This is an optimization exercise on Yosys and OpenROAD, whose aim is small area and a short achievable clock period, not a production implementation.
Where RTL was checked, it was by simulation tests only, not by an equivalence proof against the original.
Only the layout flow was run in runs 2, 3 and 5; the RTL was not checked for function there.
No activity file was given, so power comes from the tool's default toggle rates.

===== run.sh =====
#!/bin/bash
# synth_recipe.tcl (not shown) runs the flow's synth.tcl, then flattens the netlist and writes it again
# the make line also repeats each setting of config.mk as NAME=value (left out here)
make -C /OpenROAD-flow-scripts/flow DESIGN_CONFIG=/design/flow/config.mk WORK_HOME=/design/flow/orfs CLKGATE_MAP_FILE= SYNTH_SCRIPT=/design/flow/synth_recipe.tcl finish

===== config.mk =====
export PLATFORM = sky130hd
export DESIGN_NAME = MemorySystem
export DESIGN_NICKNAME = MemorySystem
export VERILOG_FILES = /design/flow/design.v
export SDC_FILE = /design/flow/constraint.sdc
export NUM_CORES = 4
export LEC_CHECK = 0
export CAP_MARGIN = 20
export CORE_MARGIN = 2
export CORE_UTILIZATION = 40
export PLACE_DENSITY = 0.6
export SLEW_MARGIN = 20

===== constraint.sdc =====
create_clock -name core_clock -period 10.0 [get_ports {clk}]
set_input_delay 2.0000 -clock core_clock [delete_from_list [all_inputs] [get_ports {clk}]]
set_output_delay 2.0000 -clock core_clock [all_outputs]
set_load 0.01 [all_outputs]

===== design.v =====
module RAM (ReadData, WriteData, Reset,readAddress,writeAddress, Clk, writeEn,readEn);
  output [7 : 0] ReadData;
  input [7 : 0] WriteData;
  input [5 : 0] readAddress,writeAddress;
  input Clk  ,writeEn , readEn , Reset;
  reg [7 : 0] Memory [0 : 63];
  integer i;
  assign ReadData =(readEn)? Memory[readAddress]:8'b00000000;
  always @(posedge Clk)
   if (Reset) begin
	for(i=0;i<64;i=i+1)
      Memory [i] <= 8'b00000000;		
    end else  if (writeEn)
      Memory [writeAddress] <= WriteData;
endmodule
module Cache (
	input [5:0] address,
	input [7:0] WriteData, MemoryToCache,
	input WriteEn,
	input reset,
	input clk,
	output hit, RAMWE,
	output [7:0] ReadData, 
	output [7:0] CacheToMemory,
	output [5:0] AddressToMemory
) ;
	reg [12:0] Way1 [7:0] ;
	reg [7:0] LRU ;				 
	reg [12:0] Way0 [7:0] ;
	wire hit1 ;
	wire hit0 ;
	assign hit1 = ( (Way1[address[2:0]][11]) && (address[5:3] == Way1[address[2:0]][10:8]) ) ;
	assign hit0 = ( (Way0[address[2:0]][11]) && (address[5:3] == Way0[address[2:0]][10:8]) ) ;
	assign hit = hit1 || hit0 ;
	assign ReadData = (hit1)? Way1[address[2:0]][7:0] : Way0[address[2:0]][7:0] ;
	assign RAMWE = (hit)? 1'b0 : ((LRU[address[2:0]]) && (Way1[address[2:0]][12])) 
							 || (!(LRU[address[2:0]]) && (Way0[address[2:0]][12])) ;
	assign CacheToMemory = (LRU[address[2:0]])? Way1[address[2:0]][7:0] : Way0[address[2:0]][7:0] ;
	assign AddressToMemory = (LRU[address[2:0]])? {Way1[address[2:0]][10:8], address[2:0]}
							 : {Way0[address[2:0]][10:8], address[2:0]} ;
	integer i ;
	always @(posedge clk)
		begin
			if(reset)
			begin
				LRU <= 8'd0 ;
				for (i = 0 ; i < 8 ; i = i + 1)
					begin
						Way1[i] <= 13'd0 ;
						Way0[i] <= 12'd0 ;	
					end
			end
			else
			begin
				if(WriteEn)								 
				begin
					if(hit)	
					begin
						if(hit0)
							begin
								Way0[address[2:0]][12] <= 1'b1 ;
								Way0[address[2:0]][7:0] <= WriteData ;	
							end
						else
							begin
								Way1[address[2:0]][12] <= 1'b1 ;
								Way1[address[2:0]][7:0] <= WriteData ;
							end
					end
					else if(!hit)						 
						if (LRU[address[2:0]])
							begin
								Way1[address[2:0]][11] <= 1'b1 ;
								Way1[address[2:0]][10:8] <= address[5:3] ; 
								Way1[address[2:0]][12] <= 1'b1 ;
								Way1[address[2:0]][7:0] <= WriteData ;
							end
						else
							begin
								Way0[address[2:0]][11] <= 1'b1 ;
								Way0[address[2:0]][10:8] <= address[5:3] ;
								Way0[address[2:0]][12] <= 1'b1 ;
								Way0[address[2:0]][7:0] <= WriteData ;
							end
				end
				else if(!hit)							 
					if (LRU[address[2:0]])
						begin
							Way1[address[2:0]][7:0] <= MemoryToCache ;
							Way1[address[2:0]][10:8] <= address[5:3] ;
							Way1[address[2:0]][11] <= 1'b1 ;	
							Way1[address[2:0]][12] <= 1'b0 ;
						end
					else
						begin
							Way0[address[2:0]][7:0] <= MemoryToCache ;
							Way0[address[2:0]][10:8] <= address[5:3] ;
							Way0[address[2:0]][11] <= 1'b1 ;	
							Way0[address[2:0]][12] <= 1'b0 ;	
						end
				if (hit)								 
					LRU[address[2:0]] <= hit0 ;
				else
					LRU[address[2:0]] <= !(LRU[address[2:0]]) ;
			end	
		end 
endmodule 
module MemorySystem	(
	input clk,
	input reset,
	input RWB,
	input [5:0] address,
	input [7:0] data,
	output hit,
	output [7:0] MemSysOut 
);
	wire [7:0] MemoryToCache, ReadDataCache, CacheToMemory ;
	wire [5:0] AddressToMemory ;
	wire RAMWE ;
	Cache cache1 (address,data,MemoryToCache,RWB,reset,clk,hit,RAMWE,ReadDataCache,CacheToMemory,AddressToMemory) ;
	RAM ram1 (MemoryToCache,CacheToMemory,reset,address,AddressToMemory,clk,RAMWE,(!hit)) ;
	assign MemSysOut = (RWB) ? 8'd0 : ((hit) ? ReadDataCache : MemoryToCache) ;
endmodule 

==> results of run 1 <==
==> synthesized netlist by cell type (all sizes together) (51+ instances only) <==
cell type	n	area share, %
nand2	101	1.2
nor3	534	7.8
a22oi	58	1.3
mux2i	97	2.8
a221oi	60	1.5
buf	173	2.7
clkbuf	137	1.5
nor2	215	2.4
a21oi	51	0.75
edfxtp	704	62
o21bai	65	1.4
mux2	102	3.3
o21ai	52	0.77
==> critical path: cells and delay by family <==
family | cells | cell delay [ns]
buffers and inverters | 3 | 1.86
AO/OA/AOI/OAI | 6 | 1.74
multiplexers | 1 | 0.43
==> power groups by stage <==
stage               clock, W  combinational [W]  sequential, W
floorplan                  0           0.000554        0.00355
detailed placement         0           0.000872        0.00357
CTS                  0.00291           0.000874        0.00350
global route         0.00302           0.000928        0.00351
finish               0.00289           0.000898        0.00350
global placement           0           0.000864        0.00356
==> layout make-up <==
class / count / area (um^2)
clock buffers: 104 / 2190
flip-flops and latches: 728 / 21600
inverters: 26 / 97.6
multi-input cells: 1672 / 11200
well taps: 1144 / 1430
fillers: 7711 / 47300
clock inverters: 36 / 314
repair buffers: 113 / 976
==> sequential cells by signal, indices dropped and copies added (netlist names) <==
signal	flops
cache1.LRU	8
cache1.Way0	104
cache1.Way1	104
ram1.Memory	512
==> kinds of logic after synthesis <==
group	Yosys count	synth area share, %
xor+xnor	7	0.179
mux	231	8.28
buf+inv	336	4.50
flops	728	63.0
fa+ha+maj	4	0.146
compound gates	477	10.6
simple gates	953	13.4
==> routing by layer <==
metal  routed length, um  vias up
met2               52100     1727
met5                  13        -
met3               13300      294
li1                    -    10300
met1               43900    12600
met4                4630        2
==> per-stage QoR <==
| step | setup slack, ns | cell area [um^2] | instances | util, % | hold slack, ns |
|---|---|---|---|---|---|
| after floorplan | 3.71 | 34300 | 2736 | - | 0.431 |
| after global placement | 1.95 | 35300 | 3683 | 41.5 | 0.441 |
| after detailed placement | 1.93 | 35300 | 3683 | 41.5 | 0.451 |
| after CTS | 1.93 | 37900 | 3823 | 44.5 | 0.461 |
| after global routing | 1.73 | 37900 | 3823 | 44.5 | 0.485 |
| final | 1.80 | 37900 | 3823 | 44.5 | 0.462 |
==> layout by cell type (no fill, tap or decap), types with 22 or more instances in the layout <==
cell and count:
dfxtp_1 24, a22oi_1 58, a21oi_1 50, a221oi_1 60
mux2_2 101, nor3_1 532, mux4_2 32, edfxtp_1 704
o21bai_1 64, a221o_1 32, buf_4 84, o22ai_1 22
mux2i_1 97, nand2_1 90, o2bb2ai_1 22, nand2b_1 22
o21ai_0 43, nor2_1 210, clkbuf_16 83
==> worst max path at each step <==
stage	from	endpoint	slack, ns	cells past startpoint
5_1_grt	address[2]	MemSysOut[7]	1.73	10
3_5_place_dp	address[2]	MemSysOut[7]	1.93	10
2_1_floorplan	address[1]	MemSysOut[0]	3.71	12
4_1_cts	address[2]	MemSysOut[7]	1.93	10
3_3_place_gp	address[1]	MemSysOut[6]	1.95	9
6_report	address[2]	MemSysOut[0]	1.80	10
==> impl_metrics.ini, run 1 <==
[global_route]
grt-busiest-layer = met2
grtUsageMet2_pct = 39.2
grt_antenna_before_repair = 1
overflow = 0
grt_pass1_vias = 24100
gr-usage-met1_pct = 34.5
gr-usage-met3_pct = 5.63
grt_pass1_wl_um = 167000
grt_max_degree = 86
grtUsageTotal_pct = 25.3

[synth]
synth_warnings = 2
async_flop_share_pct = 0
ys_seq_area_share_pct = 63.0
ys_ff_latch = 728
synth.distinct_cells = 84
synth-edff-count = 704
syn_nets = 2757
syn_area_um2 = 34300
yosys_most_used_dff = edfxtp_1
synth_area_per_cell_um2 = 12.5
synthCells = 2736

[timing]
clock_skew_ns = 0.0286
fmax_ghz = 0.122
rsz0062_at_grt = no
period_needed_ns = 8.20
maxSlewHeadroom_pct = 23.1
timing.final.crit_share_pct = 82.0
hold_viol = 0
tightest_slew_ns = 1.15
slew_viol_final = 0
fin_tns_setup_ns = 0
setup_viol = 0

[detailed_routing]
vias = 24900
wirelength_um = 114000
firstDrtPassIters = 8
drtIter0Drc = 3789
avgRoutedWirePerCell_um = 29.8
ant_nets = 0
drc_errors = 0
vias_per_cell = 6.51

[power]
ir_worst_vdd_v = 0.000108
p_per_area_nw_per_um2 = 193
p_int_w = 0.00534
seqPwrFrac_pct = 48.0
power_switching_w = 0.00195
finalPower_w = 0.00729
p_leak_nw = 12.3
p_sw_share_pct = 26.7
p_clk_share_pct = 39.6
combPwrFrac_pct = 12.3

[setup_path]
cp-start-kind = primary input
worstSetupPathType = primary input to primary output
r2r_end = ram1.Memory[10][4]$_SDFFCE_PN0P_
r2r_slack_ns = 5.36
worst-path-max-fanout = 85
crit-reg2reg-launch = cache1.Way0[7][9]$_DFFE_PP_
end_kind = primary output
crit_arrival_ns = 6.20
worst-endpoint-required_ns = 8.00
reg2reg_depth = 9
slowest_delay_ns = 0.73
crit_path_cell_trace = buf_8 > buf_4 > mux2_2 > a221oi_1 > o221ai_1 > o21ai_0 > o2bb2ai_1 > o311ai_0 > o31ai_1 > clkdlybuf4s50_1
crit_slowest_cell = buf_4

[clocking]
ctsHoldBuffers = 0
htree_levels = 3
clkTransAtPathRegs_ns = 0.06
clock_sinks = 728
tritoncts = yes
cts_setup_buffers = 0
cts_max_path_buffers = 3
cts_resized = 0
clk_latency_ns = 0.64
cts_made_buffers = 77
cts_root_buf = clkbuf_16

[hold_path]
hold_depth = 2
hp-start = cache1.Way0[0][11]$_SDFFE_PP1P_
hold_path_end = cache1.Way0[0][11]$_SDFFE_PP1P_
hp-class = flip-flop to flip-flop

[placement]
io_buffers = 25
hpwl_um = 69600
place_congestion = 0.957

[run]
cap_violations = 0

[final_layout]
fin_nets = 2639
areaGrowthSynthToFinish_pct = 10.3
drive_gt1_share_pct = 14.6
diodes = 0

[die]
placement_rows = 107
start_util_pct = 40.3
die-area_um2 = 88200
ios = 26
die_w_um = 297
core_area_um2 = 85100
die-height_um = 297

[run_status]
status = complete, no violations
==> run 2: changes to the inputs <==
==> design.v (replaced) <==
module RAM (
	input        clk,
	input        reset,
	input        we,
	input  [5:0] address,
	input  [7:0] wdata,
	output [7:0] rdata
);
	reg [7:0] mem [0:63];
	wire [7:0] lo = 8'd1 << address[2:0];
	wire [7:0] hi = 8'd1 << address[5:3];
	wire [7:0] wd  = reset ? 8'd0 : wdata;
	wire [7:0] wlo = lo | {8{reset}};
	wire [7:0] whi = (hi & {8{we}}) | {8{reset}};
	genvar t, s, b;
	generate
		for (t = 0; t < 8; t = t + 1) begin : row_g
			for (s = 0; s < 8; s = s + 1) begin : col_g
				always @(posedge clk)
					if (wlo[s] && whi[t])
						mem[t*8+s] <= wd;
			end
		end
	endgenerate
	wire [7:0] row [0:7];
	generate
		for (t = 0; t < 8; t = t + 1) begin : rrow_g
			for (b = 0; b < 8; b = b + 1) begin : rbit_g
				AndOr8 col_mux (
					.sel(lo),
					.d({mem[t*8+7][b], mem[t*8+6][b], mem[t*8+5][b], mem[t*8+4][b],
					    mem[t*8+3][b], mem[t*8+2][b], mem[t*8+1][b], mem[t*8+0][b]}),
					.y(row[t][b])
				);
			end
		end
		for (b = 0; b < 8; b = b + 1) begin : rout_g
			AndOr8 row_mux (
				.sel(hi),
				.d({row[7][b], row[6][b], row[5][b], row[4][b],
				    row[3][b], row[2][b], row[1][b], row[0][b]}),
				.y(rdata[b])
			);
		end
	endgenerate
endmodule
module AndOr8 (
	input  [7:0] sel,
	input  [7:0] d,
	output       y
);
	wire n0, n1;
	Aoi222 g0 (.a(sel[2:0]), .b(d[2:0]), .y(n0));
	Aoi222 g1 (.a(sel[5:3]), .b(d[5:3]), .y(n1));
	assign y = ~(n0 & n1) | (sel[6] & d[6]) | (sel[7] & d[7]);
endmodule
module Aoi222 (
	input  [2:0] a,
	input  [2:0] b,
	output       y
);
	assign y = ~|(a & b);
endmodule
module Cache (
	input        clk,
	input        reset,
	input  [5:0] address,
	output       hit
);
	reg [2:0] mru [0:7];
	reg [2:0] lru [0:7];
	reg [7:0] valid;
	wire [2:0] set = address[2:0];
	wire [2:0] tag = address[5:3];
	wire hit_m = valid[set] && (mru[set] == tag);
	wire hit_l = valid[set] && (lru[set] == tag);
	assign hit = hit_m || hit_l;
	genvar g;
	generate
		for (g = 0; g < 8; g = g + 1) begin : set_g
			wire sel = !reset && (set == g);
			always @(posedge clk) begin
				if (reset)
					valid[g] <= 1'b0;
				else if (sel)
					valid[g] <= 1'b1;
				if (sel)
					mru[g] <= tag;
				if (sel && !hit_m)
					lru[g] <= valid[g] ? mru[g] : tag;
			end
		end
	endgenerate
endmodule
module MemorySystem	(
	input clk,
	input reset,
	input RWB,
	input [5:0] address,
	input [7:0] data,
	output hit,
	output [7:0] MemSysOut
);
	wire [7:0] rdata ;
	Cache cache1 (.clk(clk), .reset(reset), .address(address), .hit(hit)) ;
	RAM ram1 (.clk(clk), .reset(reset), .we(RWB), .address(address), .wdata(data), .rdata(rdata)) ;
	assign MemSysOut = RWB ? 8'd0 : rdata ;
endmodule
--- a/config.mk
+++ b/config.mk
@@ -9,4 +9,6 @@
 export CORE_MARGIN = 2
 export CORE_UTILIZATION = 40
 export PLACE_DENSITY = 0.6
+export SETUP_SLACK_MARGIN = 3.5
 export SLEW_MARGIN = 20
+export SYNTH_HIERARCHICAL = 1
==> run 2 against run 1 <==
Cell area decreased by 33%. Global-route usage down 4.1 points. Fmax grew 22%. Core utilization rose by 3.7 points. Largest cell class unchanged. Flip-flop and latch count is 160 lower. Area after synthesis decreased by 38%. Critical endpoint unchanged. First-iteration DRC count decreased by 38%. Synthesized cell count is 58% lower. Clock power is 26% lower. Sequential share of layout area is 10 points higher. Die area shrank 38%. Register-to-register slack better by 2.4 ns.
==> impl_metrics.ini, run 2 <==
[timing]
timing.final.crit_share_pct = 67.3
period_needed_ns = 6.73
hold_viol = 0
tightest_slew_ns = 1.07
setup_slack_ns = 3.27
maxSlewHeadroom_pct = 28.4
clock_skew_ns = 0.0313
fmax_ghz = 0.149
setup_viol = 0
hold_ws_ns = 0.517
fin_tns_setup_ns = 0
rsz0062_at_grt = yes
slew_viol_final = 0

[global_route]
grtUsageTotal_pct = 21.2
grt_max_degree = 65
grt_pass1_vias = 12400
grt_pass1_wl_um = 84200
grt_antenna_before_repair = 1
overflow = 0

[final_layout]
drive_gt1_share_pct = 19.4
largest-register = ram1.mem
layout_commonest_cell = edfxtp_1
fin_nets = 1315
diodes = 0
largestRegisters = ram1.mem x512, cache1.lru x24, cache1.mru x24
largest_register_ffs = 512
areaGrowthSynthToFinish_pct = 19.3
mostFrequentLayoutCells = 560 x edfxtp_1, 144 x a222oi_1, 76 x nand3_1, 72 x a22oi_1, 72 x buf_4

[run]
cap_violations = 0

[clocking]
cts_root_buf = clkbuf_16
clkTransAtPathRegs_ns = 0.06
clock_sinks = 568
cts_made_buffers = 58
cts_max_path_buffers = 3
htree_levels = 2
clk_latency_ns = 0.62
tritoncts = yes
ctsHoldBuffers = 0

[synth]
synth_area_per_cell_um2 = 18.5
synth-edff-count = 560
syn_area_um2 = 21200
synthCells = 1145
synthSimpleGateAreaFrac_pct = 4.54
ys_seq_area_share_pct = 80.2
synth_warnings = 12
yosys-top-cells-area = edfxtp_1 79%, a222oi_1 6.8%, a22oi_1 2.6%
yosys.area_share.adder_pct = 0
synth.distinct_cells = 49
yosys_most_used_dff = edfxtp_1
syn_nets = 1162
synth_area_leader_cell = edfxtp_1
synth_most_common_cell = edfxtp_1
synth.mux.area_fraction_pct = 1.87
synth_compound_gate_area_share_pct = 12.0
synth-xor-area-share_pct = 0.248
synth_top_family_by_area = compound AO/OA/AOI/OAI gates
async_flop_share_pct = 0
synth_top_area_share_pct = 79.5
ys_ff_latch = 568
synthTopCellsByCount = 560 x edfxtp_1, 144 x a222oi_1, 76 x nand3_1, 73 x a22oi_1, 47 x o21ai_0

[die]
core_area_um2 = 52400
ios = 26
placement_rows = 84
die_w_um = 234
start_util_pct = 40.3
die-area_um2 = 54800
die-height_um = 234

[detailed_routing]
drc_errors = 0
avgRoutedWirePerCell_um = 28.6
vias = 12700
vias_per_cell = 6.27
ant_nets = 0
drtIter0Drc = 2342
wirelength_um = 58000
firstDrtPassIters = 7

[hold_path]
hp-class = flip-flop to flip-flop
hold_path_end = cache1.valid[0]$_SDFFE_PP0P_
hold_depth = 2
hp-start = cache1.valid[0]$_SDFFE_PP0P_

[setup_path]
crit_arrival_ns = 4.73
r2r_slack_ns = 7.74
r2r_end = cache1.lru[7][0]$_DFFE_PP_
reg2reg_depth = 6
cp-start-kind = primary input
crit-reg2reg-launch = cache1.mru[1][1]$_DFFE_PP_
worst-endpoint-required_ns = 8.00
end_kind = primary output
worstSetupPathType = primary input to primary output
worst-path-max-fanout = 12

[power]
p_leak_nw = 8.32
ir_worst_vdd_v = 0.000143
p_per_area_nw_per_um2 = 214

[placement]
place_congestion = 0.826
hpwl_um = 31400
pre_cts_slack_ns = 1.73
io_buffers = 25

[run_status]
status = complete, no violations
run 2: what timing repair did:
action                     CTS  global route
gates cloned                16             0
setup buffers               23             4
setup endpoints to repair    9             9
pin swaps                   59            29
resized for setup          112            17
run 2: layout make-up:
type                       instances  area, um^2
sequential                       568       17000
timing repair inverter             8        70.1
tap                              688         861
multi-input combinational        531        4120
fill                            4328       27200
timing repair buffer             117        1210
clock inverter                    40         404
inverter                          14         130
clock buffer                      65        1480
run 2: metrics by stage:
step                      instance area (um^2)  util [%]  cells  power, W
after floorplan                          21200         -   1145   0.00310
after global placement                   22600      43.1   1883   0.00327
after detailed placement                 22600      43.1   1883   0.00328
after CTS                                25200      48.0   2027   0.00542
after global routing                     25200      48.1   2031   0.00556
final                                    25200      48.1   2031   0.00540
run 2: modules after synthesis, one instance, submodules excluded:
module	cells inside	cell area (um^2)	flip-flops and latches
MemorySystem	8	50.0	0
RAM	637	16100	512
Cache	212	2690	56
Aoi222	1	10.0	0
AndOr8	2	12.5	0
run 2: worst max-delay path by stage:
stage,startpoint,endpoint,slack [ns],depth (start not counted)
after global placement,address[0],MemSysOut[7],1.75,9
after detailed placement,address[0],MemSysOut[3],1.73,10
after CTS,address[0],MemSysOut[6],3.39,11
final,address[1],MemSysOut[0],3.27,11
after floorplan,address[0],MemSysOut[0],3.64,9
after global routing,address[0],MemSysOut[2],3.29,12
run 2: routing by layer:
metal	vias up	global-route usage (%)	share of wire, %
met2	789	33.6	47
met4	2	7.24	3.1
met5	-	0	0.022
met3	113	4.47	10
li1	5376	-	-
met1	6451	29.3	40
run 2: power by group:
part | switching [W] | internal (W)
registers | 0.0000520 | 0.00282
logic | 0.000264 | 0.000131
clock network | 0.000910 | 0.00122
total | 0.00123 | 0.00418
run 2: worst max-delay path, cell delays in order:
cell	delay [ns]
bufbuf_16	0.23
nand3b_1	0.22
bufinv_16	0.24
buf_12	0.15
buf_4	0.13
a222oi_1	0.36
nand3_1	0.19
a222oi_1	0.54
nand3_1	0.24
nor2b_2	0.23
buf_2	0.17
run 2: cells by family after synthesis:
kind of cell | after synthesis
AOI/OAI and AO/OA | 315
xor gates and xnor gates | 6
buffers and inverters | 48
DFF | 568
muxes | 34
and+or+nand+nor | 174
==> run 3: changes to the inputs <==
--- a/config.mk
+++ b/config.mk
@@ -9,6 +9,6 @@
 export CORE_MARGIN = 2
 export CORE_UTILIZATION = 40
 export PLACE_DENSITY = 0.6
-export SETUP_SLACK_MARGIN = 3.5
+export SETUP_SLACK_MARGIN = 4.5
 export SLEW_MARGIN = 20
 export SYNTH_HIERARCHICAL = 1
==> run 3 against run 2 <==
Still clean on timing, DRC and antenna. Via count up 0.47%. Combinational power is 3% higher. Sequential power hardly changed. Non-clock buffer count is 16 higher. Critical path type unchanged. Largest cell class unchanged.
==> impl_metrics.ini, run 3 <==
[synth]
ys_seq_area_share_pct = 80.2
synth_top_area_share_pct = 79.5
synth_most_common_cell = edfxtp_1
synthTopCellsByCount = 560 x edfxtp_1, 144 x a222oi_1, 76 x nand3_1, 73 x a22oi_1, 47 x o21ai_0
syn_nets = 1162
synth-edff-count = 560
async_flop_share_pct = 0
synth_warnings = 12
synthCells = 1145
synth_area_per_cell_um2 = 18.5
yosys-top-cells-area = edfxtp_1 79%, a222oi_1 6.8%, a22oi_1 2.6%
syn_area_um2 = 21200
yosys_most_used_dff = edfxtp_1
synth.distinct_cells = 49
synth_area_leader_cell = edfxtp_1
ys_ff_latch = 568

[global_route]
grtUsageTotal_pct = 21.3
grt_pass1_vias = 12700
grt_antenna_before_repair = 0
overflow = 0
grt_max_degree = 65
grt_pass1_wl_um = 85100

[power]
p_per_area_nw_per_um2 = 210
p_leak_nw = 8.37
ir_worst_vdd_v = 0.000157

[setup_path]
worstSetupPathType = primary input to primary output
crit_slowest_cell = a222oi_1
worst-path-max-fanout = 6
crit_family = compound AO/OA/AOI/OAI gates
worst-endpoint-required_ns = 8.00
end_kind = primary output
slowest_delay_ns = 0.66
critPathBufInv = 6
cp-start-kind = primary input
crit_arrival_ns = 4.85
crit_path_cell_trace = buf_8 > buf_12 > or3b_4 > clkinvlp_4 > buf_6 > buf_12 > a222oi_1 > nand3_1 > a222oi_1 > nand3_1 > nor2b_4 > buf_6

[detailed_routing]
ant_nets = 0
firstDrtPassIters = 10
avgRoutedWirePerCell_um = 28.5
drc_errors = 0
wirelength_um = 58000
vias = 12800
drtIter0Drc = 2189
vias_per_cell = 6.29

[timing]
timing.final.crit_share_pct = 68.5
setup_viol = 0
hold_viol = 0
hold_ws_ns = 0.523
maxSlewHeadroom_pct = 25.8
clock_skew_ns = 0.0101
fin_tns_setup_ns = 0
period_needed_ns = 6.85
fmax_ghz = 0.146
slew_viol_final = 0
rsz0062_at_grt = yes
tightest_slew_ns = 1.11

[clocking]
clock_sinks = 568
cts_max_path_buffers = 3
cts_made_buffers = 58
htree_levels = 2
cts_root_buf = clkbuf_16
ctsHoldBuffers = 0
tritoncts = yes
clkTransAtPathRegs_ns = 0.06
clk_latency_ns = 0.61

[final_layout]
fin_nets = 1323
multi_input_area_um2 = 4210
layout_commonest_cell = edfxtp_1
largest-register = ram1.mem
fill_cells = 4283
mostFrequentLayoutCells = 560 x edfxtp_1, 144 x a222oi_1, 76 x nand3_1, 75 x buf_4, 73 x a22oi_1
drive_gt1_share_pct = 20.8
areaGrowthSynthToFinish_pct = 20.5
diodes = 0
largestRegisters = ram1.mem x512, cache1.lru x24, cache1.mru x24
seq_area_um2 = 17000
largest_register_ffs = 512

[die]
die-height_um = 234
placement_rows = 84
ios = 26
start_util_pct = 40.3
die-area_um2 = 54800
core_area_um2 = 52400
die_w_um = 234

[placement]
io_buffers = 25
hpwl_um = 31300
place_congestion = 0.876

[run_status]
status = complete, no violations

[run]
cap_violations = 0

[hold_path]
hp-class = flip-flop to flip-flop
[run 3: cell counts after synthesis]
Identical to the previous run, type by type.
[run 3: where the power goes]
part	total (W)	leakage [nW]	internal, W	switching, W
clock network	0.00207	0.871	0.00117	0.000902
registers	0.00288	5.35	0.00283	0.0000535
logic	0.000409	2.15	0.000143	0.000266
[run 3: Yosys stat by module, one instance, submodules excluded]
module	cells inside	cell area, um^2	flops+latches
AndOr8	2	12.5	0
Aoi222	1	10.0	0
Cache	212	2690	56
MemorySystem	8	50.0	0
RAM	637	16100	512
[run 3: timing repair]
action | in CTS | in global routing
setup endpoints to repair | 9 | 9
gates resized for setup | 140 | 17
buffers inserted | 27 | 4
pin swaps | 67 | 23
cloned | 16 | 0
endpoints found under the hold margin | 0 | 0
[run 3: kinds of logic (layout without fill, tap and decap cells)]
logic type,count (synthesis),in the layout,share of synthesized area (%)
DFF,568,568,80.2
AOI/OAI and AO/OA,315,315,12.0
and+or+nand+nor,174,174,4.54
buffers and inverters,48,250,1.08
muxes,34,34,1.87
xor gates and xnor gates,6,6,0.248
[run 3: final timing paths]
check / start / end / slack, ns / cells after the start
max: address[1] / MemSysOut[3] / 3.15 / 12
min: cache1.valid[0]$_SDFFE_PP0P_ / cache1.valid[0]$_SDFFE_PP0P_ / 0.52 / 2
max reg2reg: cache1.mru[7][0]$_DFFE_PP_ / cache1.lru[3][2]$_DFFE_PP_ / 7.60 / 7
min reg2reg: cache1.valid[0]$_SDFFE_PP0P_ / cache1.valid[0]$_SDFFE_PP0P_ / 0.52 / 2
[run 3: layout make-up]
class	count	share of cell area (%)
clock buffer	72	5.90
clock inverter	29	1.18
inverter	14	0.363
multi-input combinational	529	16.5
sequential	568	66.6
tap	688	3.38
timing repair buffer	133	6.03
timing repair inverter	2	0.0638
[run 3: worst reg2reg max path: stages, from the launching register on]
cell and delay (ns):
edfxtp_1 0.39, and3_1 0.19, o21ai_0 0.31, a31oi_1 0.16
xnor2_1 0.14, and4_4 0.19, buf_4 0.18, nor3_1 0.48
[run 3: metal layers]
metal | track usage (%) | vias up | part of all wire [%]
li1 | - | 5374 | -
met1 | 29.3 | 6613 | 40
met2 | 33.5 | 680 | 47
met3 | 4.58 | 124 | 9.2
met4 | 7.71 | 0 | 3.2
met5 | 0 | - | 0
[run 3: metrics by stage]
step | cell area, um^2 | setup slack [ns] | total power (W) | instances | util [%]
detailed placement | 22700 | 1.69 | 0.00328 | 1887 | 43.2
floorplan | 21200 | 3.88 | 0.00310 | 1145 | -
global placement | 22700 | 1.62 | 0.00327 | 1887 | 43.2
CTS | 25400 | 3.24 | 0.00538 | 2031 | 48.4
global route | 25500 | 3.19 | 0.00551 | 2035 | 48.6
finish | 25500 | 3.15 | 0.00536 | 2035 | 48.6
==> run 4: changes to the inputs <==
==> design.v (replaced) <==
module RAM (
	input        clk,
	input        reset,
	input        we,
	input  [5:0] address,
	input  [7:0] wdata,
	output [7:0] rdata
);
	reg [7:0] mem [0:63];
	wire [7:0] wd = reset ? 8'd0 : wdata;
	genvar g;
	generate
		for (g = 0; g < 64; g = g + 1) begin : byte_g
			always @(posedge clk)
				if (reset || (we && address == g))
					mem[g] <= wd;
		end
	endgenerate
	assign rdata = mem[address];
endmodule
module Cache (
	input        clk,
	input        reset,
	input  [5:0] address,
	output       hit
);
	reg [2:0] mru [0:7];
	reg [2:0] lru [0:7];
	reg [7:0] valid;
	wire [2:0] set = address[2:0];
	wire [2:0] tag = address[5:3];
	wire hit_m = valid[set] && (mru[set] == tag);
	wire hit_l = valid[set] && (lru[set] == tag);
	assign hit = hit_m || hit_l;
	genvar g;
	generate
		for (g = 0; g < 8; g = g + 1) begin : set_g
			wire sel = !reset && (set == g);
			always @(posedge clk) begin
				if (reset)
					valid[g] <= 1'b0;
				else if (sel)
					valid[g] <= 1'b1;
				if (sel)
					mru[g] <= tag;
				if (sel && !hit_m)
					lru[g] <= valid[g] ? mru[g] : tag;
			end
		end
	endgenerate
endmodule
module MemorySystem	(
	input clk,
	input reset,
	input RWB,
	input [5:0] address,
	input [7:0] data,
	output hit,
	output [7:0] MemSysOut
);
	wire [7:0] rdata ;
	Cache cache1 (.clk(clk), .reset(reset), .address(address), .hit(hit)) ;
	RAM ram1 (.clk(clk), .reset(reset), .we(RWB), .address(address), .wdata(data), .rdata(rdata)) ;
	assign MemSysOut = RWB ? 8'd0 : rdata ;
endmodule
--- a/config.mk
+++ b/config.mk
@@ -9,6 +9,4 @@
 export CORE_MARGIN = 2
 export CORE_UTILIZATION = 40
 export PLACE_DENSITY = 0.6
-export SETUP_SLACK_MARGIN = 4.5
 export SLEW_MARGIN = 20
-export SYNTH_HIERARCHICAL = 1
==> run 4 against run 3 <==
Core utilization decreased by 2.6 points. Sequential share of layout area decreased by 0.94 points. Largest cell class unchanged. Combinational power is 23% lower.
==> impl_metrics.ini, run 4 <==
[detailed_routing]
wirelength_um = 82600
drc_errors = 0
vias_per_cell = 6.57
top_layer_used = met4
routedLengthMet1_um = 30000
drtIter0Drc = 2627
route.met2.wl_um = 36100
ant_nets = 0
avgRoutedWirePerCell_um = 36.4
vias = 14900
wl_met3_um = 11000
firstDrtPassIters = 5

[power]
p_leak_nw = 8.74
p_per_area_nw_per_um2 = 211
p_clk_share_pct = 41.3
ir_worst_vdd_v = 0.000150
p_sw_share_pct = 23.0
combPwrFrac_pct = 5.8
power_switching_w = 0.00126
p_int_w = 0.00420
seqPwrFrac_pct = 53.0

[synth]
syn_area_um2 = 22600
yosys-top-cells-area = edfxtp_1 74%, a22oi_1 3.7%, nand2_1 2.3%
async_flop_share_pct = 0
syn_nets = 1426
yosys.area_share.adder_pct = 0
synth_area_leader_cell = edfxtp_1
synth_area_per_cell_um2 = 16.1
synth-xor-area-share_pct = 0.155
synth-edff-count = 560
ys_seq_area_share_pct = 75.0
yosys_most_used_dff = edfxtp_1
synth_top_family_by_area = simple AND/OR/NAND/NOR gates
synth_top_area_share_pct = 74.3
synth_most_common_cell = edfxtp_1
synth_warnings = 5
synth_compound_gate_area_share_pct = 10.2
ys_ff_latch = 568
synth.distinct_cells = 62
synthTopCellsByCount = 560 x edfxtp_1, 140 x nand2_1, 111 x a22oi_1, 60 x and3_1, 53 x a32oi_1
synthSimpleGateAreaFrac_pct = 11.1
synthCells = 1409
synth.mux.area_fraction_pct = 1.49

[timing]
timing.final.crit_share_pct = 89.3
rsz0062_at_grt = no
slew_viol_final = 0
fmax_ghz = 0.112
setup_viol = 0
hold_viol = 0
clock_skew_ns = 0.00831
fin_tns_setup_ns = 0
period_needed_ns = 8.93
setup_slack_ns = 1.07
tightest_slew_ns = 1.19
maxSlewHeadroom_pct = 20.4

[clocking]
tritoncts = yes
cts_max_path_buffers = 3
cts_root_buf = clkbuf_16
cts_resized = 0
clk_latency_ns = 0.62
cts_setup_buffers = 0
clkTransAtPathRegs_ns = 0.06
clock_sinks = 568
htree_levels = 2
ctsHoldBuffers = 0
cts_made_buffers = 56

[die]
core_area_um2 = 56200
die-height_um = 242
placement_rows = 87
die_w_um = 242
die-area_um2 = 58500
ios = 26
start_util_pct = 40.3

[global_route]
overflow = 0
grtUsageTotal_pct = 27.8
grt_pass1_wl_um = 114000
grt_pass1_vias = 14200
grt_antenna_before_repair = 1
grt_max_degree = 73

[setup_path]
end_kind = primary output
worst-endpoint-required_ns = 8.00
crit_family = simple AND/OR/NAND/NOR gates
crit_slowest_cell = nor3_2
worstSetupPathType = primary input to primary output
crit-reg2reg-launch = cache1.mru[4][2]$_DFFE_PP_
crit_path_cell_trace = buf_2 > nand2_1 > nor3_2 > a22oi_1 > nand4_1 > nor4_1 > a31oi_1 > clkdlybuf4s50_1
worst-path-max-fanout = 43
cp-start-kind = primary input
crit_arrival_ns = 6.93
critPathBufInv = 2
slowest_delay_ns = 1.16
critPathLaunch = address[2]

[run]
cap_violations = 0

[final_layout]
drive_gt1_share_pct = 15.8
layout_commonest_cell = edfxtp_1
diodes = 0
areaGrowthSynthToFinish_pct = 14.2
largestRegisters = ram1.mem x512, cache1.lru x24, cache1.mru x24
largest_register_ffs = 512
mostFrequentLayoutCells = 560 x edfxtp_1, 140 x nand2_1, 111 x a22oi_1, 60 x and3_1, 56 x clkbuf_16
fill_cells = 4919
seq_area_um2 = 17000
fin_nets = 1484
multi_input_area_um2 = 5320
largest-register = ram1.mem

[placement]
io_buffers = 25
hpwl_um = 52800
place_congestion = 1.02
pre_cts_slack_ns = 1.56

[run_status]
status = complete, no violations

[hold_path]
hp-start = cache1.mru[6][1]$_DFFE_PP_
hp-class = flip-flop to flip-flop
## run 4: logic make-up after synthesis
kind of cell | count (synthesis)
DFF | 568
xor gates and xnor gates | 4
AOI/OAI and AO/OA | 294
muxes | 29
and+or+nand+nor | 425
buffers and inverters | 89
## run 4: path summary, 6_finish.rpt
path	endpoint	slack, ns	cells after the start
worst max-delay path	MemSysOut[6]	1.07	8
worst min-delay path	cache1.lru[6][1]$_DFFE_PP_	0.56	2
worst max register to register	cache1.lru[6][0]$_DFFE_PP_	7.47	5
worst min register to register	cache1.lru[6][1]$_DFFE_PP_	0.56	2
## run 4: routing by layer
layer / vias to the layer above / track usage (%)
li1: 5893 / -
met1: 7515 / 36.9
met2: 1255 / 41.3
met3: 251 / 7.64
met4: 0 / 15.8
met5: - / 0
## run 4: tightest hold or removal path, stage by stage, from the launching register on
cell	delay, ns
edfxtp_1	0.34
nand2_1	0.05
o21ai_0	0.06
## run 4: per-stage QoR
| stage | cell area (um^2) | utilization [%] | hold WS [ns] | instances | power (W) |
|---|---|---|---|---|---|
| global route | 25900 | 46.1 | 0.581 | 2270 | 0.00556 |
| finish | 25900 | 46.1 | 0.560 | 2270 | 0.00546 |
| floorplan | 22600 | - | 0.479 | 1409 | 0.00306 |
| CTS | 25900 | 46.0 | 0.559 | 2269 | 0.00544 |
| detailed placement | 23900 | 42.6 | 0.544 | 2164 | 0.00324 |
| global placement | 23900 | 42.5 | 0.540 | 2163 | 0.00323 |
## run 4: power groups by stage
stage,clock network (W),logic (W),registers [W]
2_1_floorplan,0,0.000161,0.00290
3_3_place_gp,0,0.000301,0.00293
3_5_place_dp,0,0.000305,0.00293
4_1_cts,0.00225,0.000306,0.00289
5_1_grt,0.00234,0.000323,0.00290
6_report,0.00225,0.000315,0.00289
## run 4: cell type report
type | count | area share (%)
sequential | 568 | 65.6
clock inverter | 42 | 1.91
timing repair buffer | 81 | 2.50
tap | 756 | 3.66
clock buffer | 63 | 5.64
inverter | 8 | 0.116
multi-input combinational | 752 | 20.6
==> run 5: changes to the inputs <==
==> design.v (replaced) <==
module RAM (
	input        clk,
	input        reset,
	input        we,
	input  [7:0] col_oh,
	input  [7:0] row_oh,
	input  [7:0] wdata,
	output [7:0] rdata
);
	reg [7:0] mem [0:63];
	wire [7:0] wd  = reset ? 8'd0 : wdata;
	wire [7:0] wcol_n = ~(col_oh | {8{reset}});
	wire [7:0] wrow_n = ~((row_oh & {8{we}}) | {8{reset}});
	wire [7:0] rrow = row_oh & {8{!we}};
	genvar t, s, b;
	generate
		for (t = 0; t < 8; t = t + 1) begin : row_g
			for (s = 0; s < 8; s = s + 1) begin : col_g
				wire en;
				Nor2 en_g (.a(wcol_n[s]), .b(wrow_n[t]), .y(en));
				always @(posedge clk)
					if (en)
						mem[t*8+s] <= wd;
			end
		end
	endgenerate
	wire [7:0] row [0:7];
	generate
		for (t = 0; t < 8; t = t + 1) begin : rrow_g
			for (b = 0; b < 8; b = b + 1) begin : rbit_g
				AndOr8 col_mux (
					.sel(col_oh),
					.d({mem[t*8+7][b], mem[t*8+6][b], mem[t*8+5][b], mem[t*8+4][b],
					    mem[t*8+3][b], mem[t*8+2][b], mem[t*8+1][b], mem[t*8+0][b]}),
					.y(row[t][b])
				);
			end
		end
		for (b = 0; b < 8; b = b + 1) begin : rout_g
			AndOr8 row_mux (
				.sel(rrow),
				.d({row[7][b], row[6][b], row[5][b], row[4][b],
				    row[3][b], row[2][b], row[1][b], row[0][b]}),
				.y(rdata[b])
			);
		end
	endgenerate
endmodule
module AndOr8 (
	input  [7:0] sel,
	input  [7:0] d,
	output       y
);
	wire n0, n1;
	Aoi222 g0 (.a(sel[2:0]), .b(d[2:0]), .y(n0));
	Aoi222 g1 (.a(sel[5:3]), .b(d[5:3]), .y(n1));
	assign y = ~(n0 & n1) | (sel[6] & d[6]) | (sel[7] & d[7]);
endmodule
module Aoi222 (
	input  [2:0] a,
	input  [2:0] b,
	output       y
);
	assign y = ~|(a & b);
endmodule
module Nor2 (
	input  a,
	input  b,
	output y
);
	assign y = ~(a | b);
endmodule
module Cache (
	input        clk,
	input        reset,
	input  [7:0] set_oh,
	input  [2:0] tag,
	output       hit
);
	reg [2:0] mru [0:7];
	reg [2:0] lru [0:7];
	reg [7:0] valid;
	wire [2:0] mru_s, lru_s;
	wire       valid_s;
	genvar b, g;
	generate
		for (b = 0; b < 3; b = b + 1) begin : sel_g
			AndOr8 mru_mux (
				.sel(set_oh),
				.d({mru[7][b], mru[6][b], mru[5][b], mru[4][b],
				    mru[3][b], mru[2][b], mru[1][b], mru[0][b]}),
				.y(mru_s[b])
			);
			AndOr8 lru_mux (
				.sel(set_oh),
				.d({lru[7][b], lru[6][b], lru[5][b], lru[4][b],
				    lru[3][b], lru[2][b], lru[1][b], lru[0][b]}),
				.y(lru_s[b])
			);
		end
	endgenerate
	AndOr8 valid_mux (.sel(set_oh), .d(valid), .y(valid_s));
	wire hit_m = valid_s && (mru_s == tag);
	wire hit_l = valid_s && (lru_s == tag);
	assign hit = hit_m || hit_l;
	wire [2:0] lru_d = valid_s ? mru_s : tag;
	generate
		for (g = 0; g < 8; g = g + 1) begin : set_g
			always @(posedge clk) begin
				if (reset)
					valid[g] <= 1'b0;
				else if (set_oh[g])
					valid[g] <= 1'b1;
				if (set_oh[g])
					mru[g] <= tag;
				if (set_oh[g] && !hit_m)
					lru[g] <= lru_d;
			end
		end
	endgenerate
endmodule
module MemorySystem	(
	input clk,
	input reset,
	input RWB,
	input [5:0] address,
	input [7:0] data,
	output hit,
	output [7:0] MemSysOut
);
	wire [7:0] set_oh = 8'd1 << address[2:0];
	wire [7:0] tag_oh = 8'd1 << address[5:3];
	Cache cache1 (
		.clk(clk), .reset(reset), .set_oh(set_oh), .tag(address[5:3]), .hit(hit)
	) ;
	RAM ram1 (
		.clk(clk), .reset(reset), .we(RWB), .col_oh(set_oh), .row_oh(tag_oh),
		.wdata(data), .rdata(MemSysOut)
	) ;
endmodule
--- a/config.mk
+++ b/config.mk
@@ -8,5 +8,8 @@
 export CAP_MARGIN = 20
 export CORE_MARGIN = 2
 export CORE_UTILIZATION = 40
+export CTS_BUF_LIST = sky130_fd_sc_hd__clkbuf_4
 export PLACE_DENSITY = 0.6
+export SETUP_SLACK_MARGIN = 4
 export SLEW_MARGIN = 20
+export SYNTH_HIERARCHICAL = 1
==> run 5 against run 4 <==
Still clean. Routed wire length decreased by 33%. Sequential share of layout area rose by 4.4 points. Non-clock buffer count grew 9. Hold slack worse by 0.087 ns. Area after synthesis fell by 10%. Critical endpoint is now MemSysOut[7].
==> impl_metrics.ini, run 5 <==
[timing]
setup_viol = 0
slew_viol_final = 0
fmax_ghz = 0.158
tightest_slew_ns = 1.18
hold_ws_ns = 0.473
hold_viol = 0
fin_tns_setup_ns = 0
maxSlewHeadroom_pct = 21.0
clock_skew_ns = 0.0403
setup_slack_ns = 3.69
timing.final.crit_share_pct = 63.1
period_needed_ns = 6.31
rsz0062_at_grt = yes

[setup_path]
cp-start-kind = primary input
r2r_slack_ns = 7.88
end_kind = primary output
reg2reg_depth = 7
r2r_end = cache1.lru[7][2]$_DFFE_PP_
cp.depth = 9
worst-path-max-fanout = 5
critPathBufInv = 4
slowest_delay_ns = 0.57
crit_family = compound AO/OA/AOI/OAI gates
worstSetupEndpoint = MemSysOut[7]
crit_slowest_cell = a222oi_1
worst-endpoint-required_ns = 8.00
crit_path_cell_trace = buf_12 > nor3b_4 > buf_12 > buf_4 > a222oi_1 > nand3_1 > a222oi_1 > nand3_1 > buf_2
worstSetupPathType = primary input to primary output
crit-reg2reg-launch = cache1.mru[3][2]$_DFFE_PP_
critPathLaunch = address[1]
crit_arrival_ns = 4.31

[detailed_routing]
drtIter0Drc = 1837
ant_nets = 0
wirelength_um = 55500
drc_errors = 0
vias_per_cell = 6.01
avgRoutedWirePerCell_um = 27.3
firstDrtPassIters = 9
vias = 12200

[synth]
synth_most_common_cell = edfxtp_1
async_flop_share_pct = 0
synth_area_leader_cell = edfxtp_1
synth_area_per_cell_um2 = 19.6
synthCells = 1036
ys_ff_latch = 568
synth_warnings = 12
syn_nets = 1053
syn_area_um2 = 20300
synthTopCellsByCount = 560 x edfxtp_1, 158 x a222oi_1, 88 x nor2_1, 79 x a22oi_1, 79 x nand3_1
yosys-top-cells-area = edfxtp_1 83%, a222oi_1 7.8%, a22oi_1 2.9%
synth_top_area_share_pct = 82.6
yosys_most_used_dff = edfxtp_1
synth-edff-count = 560
ys_seq_area_share_pct = 83.4
synth.distinct_cells = 24

[placement]
place_congestion = 0.807
dpl_cell_area_um2 = 21700
pre_cts_slack_ns = 2.36
io_buffers = 25
hpwl_um = 29000

[clocking]
tritoncts = yes
clk_latency_ns = 0.83
clkTransAtPathRegs_ns = 0.07
cts_root_buf = clkbuf_4
clock_sinks = 568
cts_made_buffers = 140
ctsHoldBuffers = 0
htree_levels = 4
cts_max_path_buffers = 3

[global_route]
overflow = 0
grt_antenna_before_repair = 2
gr-usage-met3_pct = 6.08
grt-busiest-layer = met2
grt_pass1_wl_um = 80300
grt_max_degree = 65
grtUsageTotal_pct = 21.0
grtUsageMet2_pct = 32.8
grt_pass1_vias = 12000
gr-usage-met1_pct = 28.3

[final_layout]
fin_nets = 1284
largest-register = ram1.mem
largest_register_ffs = 512
largestRegisters = ram1.mem x512, cache1.lru x24, cache1.mru x24
mostFrequentLayoutCells = 560 x edfxtp_1, 203 x clkbuf_4, 158 x a222oi_1, 88 x nor2_1
areaGrowthSynthToFinish_pct = 19.2
layout_commonest_cell = edfxtp_1
drive_gt1_share_pct = 23.7
final_cell_area_um2 = 24200
fill_cells = 4185

[run_status]
status = complete, no violations

[die]
placement_rows = 82
core_area_um2 = 50200
die-area_um2 = 52700
die_w_um = 230
die-height_um = 230
start_util_pct = 40.6
ios = 26

[hold_path]
hp-class = flip-flop to flip-flop

[power]
p_leak_nw = 7.83
p_per_area_nw_per_um2 = 213
ir_worst_vdd_v = 0.000113

[run]
cap_violations = 0
## run 5: cell count changes after synthesis, sizes merged, moves of 47 or more
cell,before,now
a222oi,0,158
nor2,35,88
nor3,63,2
nand3,32,79
and3,60,2
a32oi,53,0
nand2,141,1
## run 5: per-module statistics from Yosys, one instance, submodules excluded
module	flops+latches	cells	area, um^2
Aoi222	0	1	10.0
RAM	512	547	15600
Cache	56	93	1820
AndOr8	0	2	12.5
MemorySystem	0	16	130
Nor2	0	1	3.75
## run 5: timing repair
action / 4_1_cts / 5_1_grt
cloned: 15 / 0
pin swaps: 62 / 25
gates resized for setup: 109 / 7
setup buffers: 23 / 3
endpoints found under the setup margin: 9 / 9
## run 5: power breakdown
part,total [W],switching [W],internal (W)
Sequential,0.00289,0.0000500,0.00284
Combinational,0.000381,0.000268,0.000113
Clock,0.00190,0.000870,0.00103
## run 5: cell type report
class | instances | area (um^2) | area share [%]
well taps | 672 | 841 | 3.47
multi-input cells | 467 | 3500 | 14.4
repair buffers | 90 | 1190 | 4.91
clock inverters | 29 | 216 | 0.893
clock buffers | 203 | 1520 | 6.28
diodes | 1 | 2.50 | 0.0103
flip-flops and latches | 568 | 17000 | 70.0
## run 5: per-stage QoR
stage                     power, W  util (%)  cells
after floorplan            0.00311         -   1036
after global placement     0.00328      43.3   1756
after detailed placement   0.00329      43.3   1756
after CTS                  0.00520      48.2   2026
after global routing       0.00537      48.3   2030
final                      0.00517      48.3   2030
## run 5: worst min path at each step
stage	to	start	slack, ns	depth (start not counted)
3_5_place_dp	cache1.valid[5]$_SDFFE_PP0P_	cache1.valid[5]$_SDFFE_PP0P_	0.46	2
2_1_floorplan	cache1.valid[0]$_SDFFE_PP0P_	cache1.valid[0]$_SDFFE_PP0P_	0.44	2
6_report	cache1.valid[6]$_SDFFE_PP0P_	cache1.valid[6]$_SDFFE_PP0P_	0.47	2
3_3_place_gp	cache1.valid[0]$_SDFFE_PP0P_	cache1.valid[0]$_SDFFE_PP0P_	0.45	2
5_1_grt	cache1.valid[5]$_SDFFE_PP0P_	cache1.valid[5]$_SDFFE_PP0P_	0.49	2
4_1_cts	cache1.valid[3]$_SDFFE_PP0P_	cache1.valid[3]$_SDFFE_PP0P_	0.48	2
## run 5: worst reg2reg max path: cells and delay by family (launching register included)
family,cells,cell delay (ns)
simple gates,3,0.55
compound gates,1,0.39
flops,1,0.36
buf+inv,2,0.35
xor+xnor,1,0.23
## run 5: metal layers
layer	part of all wire [%]	vias to the layer above
li1	-	5210
met1	40	6191
met2	48	690
met3	9.7	99
met4	2.7	2
met5	0.023	-
## run 5: cells by family (layout without fill, tap and decap cells)
logic type / count (synthesis) / count (layout) / synth area share (%)
compound gates: 245 / 245 / 10.9
buf+inv: 4 / 322 / 0.148
flops: 568 / 568 / 83.4
other cells: 0 / 1 / 0
mux: 3 / 3 / 0.166
xor+xnor: 6 / 6 / 0.258
simple gates: 210 / 213 / 5.09
==> run 6: changes to the inputs <==
--- a/design.v
+++ b/design.v
@@ -51,17 +51,7 @@
 	input  [7:0] d,
 	output       y
 );
-	wire n0, n1;
-	Aoi222 g0 (.a(sel[2:0]), .b(d[2:0]), .y(n0));
-	Aoi222 g1 (.a(sel[5:3]), .b(d[5:3]), .y(n1));
-	assign y = ~(n0 & n1) | (sel[6] & d[6]) | (sel[7] & d[7]);
-endmodule
-module Aoi222 (
-	input  [2:0] a,
-	input  [2:0] b,
-	output       y
-);
-	assign y = ~|(a & b);
+	assign y = |(sel & d);
 endmodule
 module Nor2 (
 	input  a,
==> run 6 against run 5 <==
Still clean on timing, DRC and antenna. Clock skew down 0.015 ns. Non-clock buffer count is 34 lower. Combinational power decreased by 7.1%. Sequential share of layout area fell by 0.069 points. Final cell count up 3.3%. Routed wire length is 3.0% lower. Sequential power hardly changed. Die area increased by 1.4%. Global-route usage fell by 1.2 points. Area after synthesis is 1.5% higher. Largest cell class unchanged. Highest routed layer is now met4.
==> impl_metrics.ini, run 6 <==
[run_status]
status = complete, no violations

[detailed_routing]
drtIter0Drc = 1391
firstDrtPassIters = 5
vias = 12200
vias_per_cell = 5.81
avgRoutedWirePerCell_um = 25.7
wirelength_um = 53800
drc_errors = 0
ant_nets = 0

[die]
core_area_um2 = 51200
die_w_um = 231
ios = 26
die-height_um = 231
placement_rows = 83
die-area_um2 = 53400
start_util_pct = 40.3

[synth]
ys_ff_latch = 568
synthSimpleGateAreaFrac_pct = 5.50
yosys.area_share.adder_pct = 0
synth_most_common_cell = edfxtp_1
syn_nets = 1132
synth.mux.area_fraction_pct = 0.164
synth_top_family_by_area = compound AO/OA/AOI/OAI gates
synth_compound_gate_area_share_pct = 11.7
synth_area_leader_cell = edfxtp_1
synthCells = 1115
async_flop_share_pct = 0
ys_seq_area_share_pct = 82.2
synth_top_area_share_pct = 81.5
syn_area_um2 = 20600
synth-edff-count = 560
synthTopCellsByCount = 560 x edfxtp_1, 316 x a22oi_1, 88 x nor2_1, 80 x nand4_1, 10 x nor2b_1
yosys_most_used_dff = edfxtp_1
synth_area_per_cell_um2 = 18.5
synth-xor-area-share_pct = 0.255
yosys-top-cells-area = edfxtp_1 81%, a22oi_1 11%, nand4_1 2.4%
synth_warnings = 12
synth.distinct_cells = 22

[timing]
setup_slack_ns = 4.04
hold_ws_ns = 0.471
slew_viol_final = 0
fmax_ghz = 0.168
maxSlewHeadroom_pct = 22.9
hold_viol = 0
clock_skew_ns = 0.0248
rsz0062_at_grt = yes
setup_viol = 0
tightest_slew_ns = 1.15
timing.final.crit_share_pct = 59.6
fin_tns_setup_ns = 0
period_needed_ns = 5.96

[placement]
place_congestion = 0.805
hpwl_um = 28400
io_buffers = 25
pre_cts_slack_ns = 2.37
dpl_cell_area_um2 = 22000

[power]
seqPwrFrac_pct = 55.4
p_per_area_nw_per_um2 = 215
p_leak_nw = 7.59
power_switching_w = 0.00120
p_sw_share_pct = 22.9
ir_worst_vdd_v = 0.000116
combPwrFrac_pct = 6.8
p_clk_share_pct = 37.8
p_int_w = 0.00403
finalPower_w = 0.00523

[hold_path]
hp-class = flip-flop to flip-flop
hp-start = cache1.valid[7]$_SDFFE_PP0P_
hold_depth = 2
hold_path_end = cache1.valid[7]$_SDFFE_PP0P_

[global_route]
grt_pass1_vias = 12200
grt_pass1_wl_um = 77500
grtUsageMet2_pct = 30.0
gr-usage-met1_pct = 27.5
overflow = 0
grtUsageTotal_pct = 19.9
grt_max_degree = 78
grt_antenna_before_repair = 5
grt-busiest-layer = met2
gr-usage-met3_pct = 5.50

[final_layout]
largest-register = ram1.mem
layout_commonest_cell = edfxtp_1
largestRegisters = ram1.mem x512, cache1.lru x24, cache1.mru x24
fin_nets = 1336
largest_register_ffs = 512
areaGrowthSynthToFinish_pct = 17.6
drive_gt1_share_pct = 23.8
mostFrequentLayoutCells = 560 x edfxtp_1, 282 x a22oi_1, 218 x clkbuf_4, 88 x nor2_1, 80 x nand4_1
final_cell_area_um2 = 24300

[setup_path]
worst-path-max-fanout = 45
r2r_slack_ns = 8.28
cp-start-kind = primary input
crit_arrival_ns = 3.96
worstSetupPathType = primary input to primary output
reg2reg_depth = 6
crit-reg2reg-launch = cache1.mru[3][2]$_DFFE_PP_
r2r_end = cache1.lru[3][1]$_DFFE_PP_
end_kind = primary output
worst-endpoint-required_ns = 8.00

[clocking]
clkTransAtPathRegs_ns = 0.06
htree_levels = 4
cts_max_path_buffers = 3
cts_root_buf = clkbuf_4
tritoncts = yes
clock_sinks = 568
cts_made_buffers = 145
clk_latency_ns = 0.84

[run]
cap_violations = 0
[run 6: changes by cell type after synthesis, sizes merged]
cell,previous run,this run
nand3,79,0
a22oi,79,316
nand4,2,81
a222oi,158,0
[run 6: layer usage]
| layer | routed length, um | vias up |
|---|---|---|
| met5 | 0 | - |
| met4 | 1390 | 0 |
| met3 | 4430 | 98 |
| met2 | 25100 | 550 |
| met1 | 22900 | 6208 |
| li1 | - | 5339 |
[run 6: layout make-up]
class | instances | area [um^2]
tap | 680 | 851
timing repair buffer | 56 | 619
antenna | 2 | 5.00
sequential | 568 | 17000
clock buffer | 218 | 1640
multi-input combinational | 548 | 3970
fill | 4355 | 26900
clock inverter | 26 | 211
[run 6: worst max path at each step]
stage / slack [ns] / startpoint / to / cells after the start
after CTS: 3.91 / address[1] / hit / 10
after floorplan: 3.64 / address[1] / hit / 6
final: 4.04 / address[1] / MemSysOut[6] / 8
after detailed placement: 2.37 / address[2] / hit / 9
after global routing: 3.96 / address[2] / MemSysOut[7] / 7
after global placement: 2.40 / address[2] / hit / 9
[run 6: cells by family after synthesis]
family                    after synthesis
muxes                                   3
DFF                                   568
xor gates and xnor gates                6
AOI/OAI and AO/OA                     324
buffers and inverters                   4
and+or+nand+nor                       210
[run 6: worst max-delay path, cell delays in order]
cell	delay (ns)
buf_8	0.16
and3b_4	0.25
buf_6	0.23
a22oi_1	0.29
nand4_1	0.25
a22oi_2	0.22
nand4_1	0.22
clkdlybuf4s15_1	0.30
[run 6: through the flow]
stage / std cells / util, %
floorplan: 1115 / -
global placement: 1837 / 42.9
detailed placement: 1837 / 42.9
CTS: 2092 / 47.2
global route: 2097 / 47.4
finish: 2098 / 47.4
[run 6: modules after synthesis, one instance, submodules excluded]
module / times used / cell area (um^2) / cells inside
AndOr8: 79 / 36.3 / 5
Cache: 1 / 1820 / 93
MemorySystem: 1 / 130 / 16
Nor2: 64 / 3.75 / 1
RAM: 1 / 15600 / 547
[run 6: power groups by stage]
| stage | Combinational, W | Sequential (W) | Clock, W |
|---|---|---|---|
| finish | 0.000354 | 0.00290 | 0.00198 |
| global route | 0.000378 | 0.00291 | 0.00215 |
| CTS | 0.000348 | 0.00289 | 0.00203 |
| detailed placement | 0.000331 | 0.00294 | 0 |
| global placement | 0.000326 | 0.00293 | 0 |
| floorplan | 0.000183 | 0.00293 | 0 |
[run 6: repair_timing]
item	4_1_cts	5_1_grt
hold buffers	0	0
pin swaps	7	18
setup buffers	6	2
resized for setup	99	34
setup endpoints to repair	9	9
cloned	5	2
==> run 7: changes to the inputs <==
--- a/config.mk
+++ b/config.mk
@@ -8,8 +8,10 @@
 export CAP_MARGIN = 20
 export CORE_MARGIN = 2
 export CORE_UTILIZATION = 40
-export CTS_BUF_LIST = sky130_fd_sc_hd__clkbuf_4
+export CTS_BUF_LIST = sky130_fd_sc_hd__clkbuf_16
+export CTS_CLUSTER_DIAMETER = 100
+export CTS_CLUSTER_SIZE = 30
 export PLACE_DENSITY = 0.6
-export SETUP_SLACK_MARGIN = 4
+export SETUP_SLACK_MARGIN = 5
 export SLEW_MARGIN = 20
 export SYNTH_HIERARCHICAL = 1
==> run 7 against run 6 <==
Routed wire length increased by 3.6%. Critical path depth increased by 1. Sequential power about the same.
==> impl_metrics.ini, run 7 <==
[timing]
tightest_slew_ns = 1.19
maxSlewHeadroom_pct = 20.6
timing.final.crit_share_pct = 58.8
slew_viol_final = 0
clock_skew_ns = 0.0100
fmax_ghz = 0.170
hold_viol = 0
rsz0062_at_grt = yes
period_needed_ns = 5.88
setup_slack_ns = 4.12
setup_viol = 0
fin_tns_setup_ns = 0

[global_route]
grt_antenna_before_repair = 3
grt_pass1_vias = 11200
overflow = 0
grt_max_degree = 78
grt_pass1_wl_um = 77700
grtUsageTotal_pct = 19.9

[detailed_routing]
drtIter0Drc = 1556
firstDrtPassIters = 5
vias = 11700
drc_errors = 0
ant_nets = 0
wirelength_um = 55800
avgRoutedWirePerCell_um = 29.3
vias_per_cell = 6.16

[power]
combPwrFrac_pct = 9.0
finalPower_w = 0.00439
power_switching_w = 0.00101
ir_worst_vdd_v = 0.000128
p_sw_share_pct = 23.0
seqPwrFrac_pct = 66.1
p_leak_nw = 7.07
p_per_area_nw_per_um2 = 183
p_int_w = 0.00338
p_clk_share_pct = 25.0

[synth]
yosys_most_used_dff = edfxtp_1
synth_warnings = 12
yosys-top-cells-area = edfxtp_1 81%, a22oi_1 11%, nand4_1 2.4%
synth_most_common_cell = edfxtp_1
synth_area_per_cell_um2 = 18.5
synth_top_area_share_pct = 81.5
synthTopCellsByCount = 560 x edfxtp_1, 316 x a22oi_1, 88 x nor2_1, 80 x nand4_1, 10 x nor2b_1
synthCells = 1115
synth-edff-count = 560
async_flop_share_pct = 0
syn_area_um2 = 20600
ys_seq_area_share_pct = 82.2
syn_nets = 1132
ys_ff_latch = 568
synth.distinct_cells = 22
synth_area_leader_cell = edfxtp_1

[die]
ios = 26
core_area_um2 = 51200
die-area_um2 = 53400
placement_rows = 83
die-height_um = 231
start_util_pct = 40.3
die_w_um = 231

[final_layout]
fin_nets = 1234
areaGrowthSynthToFinish_pct = 15.9
layout_commonest_cell = edfxtp_1
diodes = 0
largestRegisters = ram1.mem x512, cache1.lru x24, cache1.mru x24
largest_register_ffs = 512
utilization_pct = 46.7
largest-register = ram1.mem
final_cell_area_um2 = 23900
mostFrequentLayoutCells = 560 x edfxtp_1, 221 x a22oi_1, 95 x a22oi_2, 88 x nor2_1, 80 x nand4_1
drive_gt1_share_pct = 18.0
fill_cells = 4268

[setup_path]
cp-start-kind = primary input
crit_slowest_cell = a22oi_2
end_kind = primary output
worst-path-max-fanout = 7
crit_path_cell_trace = buf_16 > nor3b_4 > buf_12 > buf_16 > a22oi_2 > nand4_1 > a22oi_2 > nand4_1 > buf_2
worstSetupPathType = primary input to primary output
crit-reg2reg-launch = cache1.mru[3][1]$_DFFE_PP_
slowest_delay_ns = 0.37
worst-endpoint-required_ns = 8.00
crit_arrival_ns = 3.88
critPathLaunch = address[1]

[placement]
io_buffers = 25
place_congestion = 0.805
pre_cts_slack_ns = 2.37
dpl_cell_area_um2 = 22000
hpwl_um = 28400

[clocking]
cts_root_buf = clkbuf_16
cts_made_buffers = 22
clock_sinks = 568
htree_levels = 1
clk_latency_ns = 0.57
cts_max_path_buffers = 3
clkTransAtPathRegs_ns = 0.11
tritoncts = yes

[run]
cap_violations = 0

[hold_path]
hp-start = cache1.valid[7]$_SDFFE_PP0P_
hp-class = flip-flop to flip-flop

[run_status]
status = complete, no violations
[run 7: cell counts after synthesis]
No cell type changed its count.
[run 7: worst paths after layout]
path | endpoint | slack [ns] | cells past startpoint
worst min-delay path | cache1.valid[7]$_SDFFE_PP0P_ | 0.49 | 2
worst max register to register | cache1.lru[1][2]$_DFFE_PP_ | 8.24 | 6
worst min register to register | cache1.valid[7]$_SDFFE_PP0P_ | 0.49 | 2
worst max-delay path | MemSysOut[0] | 4.12 | 9
[run 7: kinds of logic after synthesis]
group	share of synthesized area, %
xor+xnor	0.255
flops	82.2
simple gates	5.50
buf+inv	0.145
mux	0.164
compound gates	11.7
[run 7: power by group through the flow]
stage	registers (W)	logic, W	clock network [W]
finish	0.00290	0.000394	0.00110
global route	0.00292	0.000416	0.00117
CTS	0.00289	0.000372	0.00111
detailed placement	0.00294	0.000331	0
global placement	0.00293	0.000326	0
floorplan	0.00293	0.000183	0
[run 7: modules after synthesis (local to each module, per instance)]
module / cell area (um^2) / cells inside
Cache: 1820 / 93
Nor2: 3.75 / 1
MemorySystem: 130 / 16
AndOr8: 36.3 / 5
RAM: 15600 / 547
[run 7: metal layers]
layer | track usage [%] | up-vias | wire length (um)
met5 | 0 | - | 23
li1 | - | 4974 | -
met1 | 28.9 | 6107 | 23700
met2 | 30.6 | 548 | 25800
met4 | 6.59 | 4 | 2030
met3 | 3.31 | 101 | 4130
[run 7: what timing repair did]
item / 4_1_cts / 5_1_grt
cloned: 14 / 10
setup buffers: 10 / 2
hold buffers: 0 / 0
endpoints found under the setup margin: 169 / 9
pin swaps: 46 / 48
resized for setup: 192 / 42
[run 7: layout make-up]
class	count	area [um^2]	area share [%]
Clock buffer	23	576	2.41
Clock inverter	8	30.0	0.126
Multi-Input combinational cell	548	4280	17.9
Sequential cell	568	17000	71.0
Tap cell	680	851	3.56
Timing Repair Buffer	77	1200	5.02
[run 7: per-stage QoR]
stage | hold slack [ns] | instances
floorplan | 0.441 | 1115
global placement | 0.450 | 1837
detailed placement | 0.459 | 1837
CTS | 0.486 | 1892
global route | 0.513 | 1904
finish | 0.486 | 1904
[run 7: critical path: cells and delay by family]
family,cells,cell delay (ns)
AO/OA/AOI/OAI,2,0.55
AND/OR/NAND/NOR,3,0.63
buffers and inverters,4,0.66

[static timing again, ports no longer ideal]
The flow's constraints put no driver on any port. The routed layouts listed below were extracted and timed again, unchanged, in two steps.
Step 1, drivers: a clkbuf_16 drives clk and a buf_2 each remaining input, both assumed.
Step 2, shift: input delay + t, output delay - t, t = (earliest + latest rising clock arrival at the registers) / 2. This alone moves slack from input paths to output paths.
a / b / c = ideal / step 1 / step 2; a / b = the first two.
run | t (ns) | setup slack, ns | worst register clock-pin slew, ns | worst data-port slew with drivers (ns)
run 1 | 0.695 | 1.799 / 1.745 / 1.745 | 0.07 / 0.07 | 0.09
run 2 | 0.670 | 3.272 / 3.136 / 3.136 | 0.06 / 0.06 | 0.13
run 3 | 0.676 | 3.151 / 3.112 / 3.112 | 0.07 / 0.07 | 0.06
run 4 | 0.686 | 1.067 / 1.043 / 1.043 | 0.07 / 0.07 | 0.07
run 5 | 0.866 | 3.685 / 3.592 / 3.592 | 0.08 / 0.08 | 0.14
run 6 | 0.889 | 4.044 / 3.991 / 3.991 | 0.07 / 0.07 | 0.07
run 7 | 0.625 | 4.122 / 3.964 / 3.964 | 0.12 / 0.12 | 0.17
After both steps setup and hold are still met in every run listed. For run 7, which loses most, drivers alone change the setup slack by -0.158 ns; drivers and shift together by -0.158 ns.
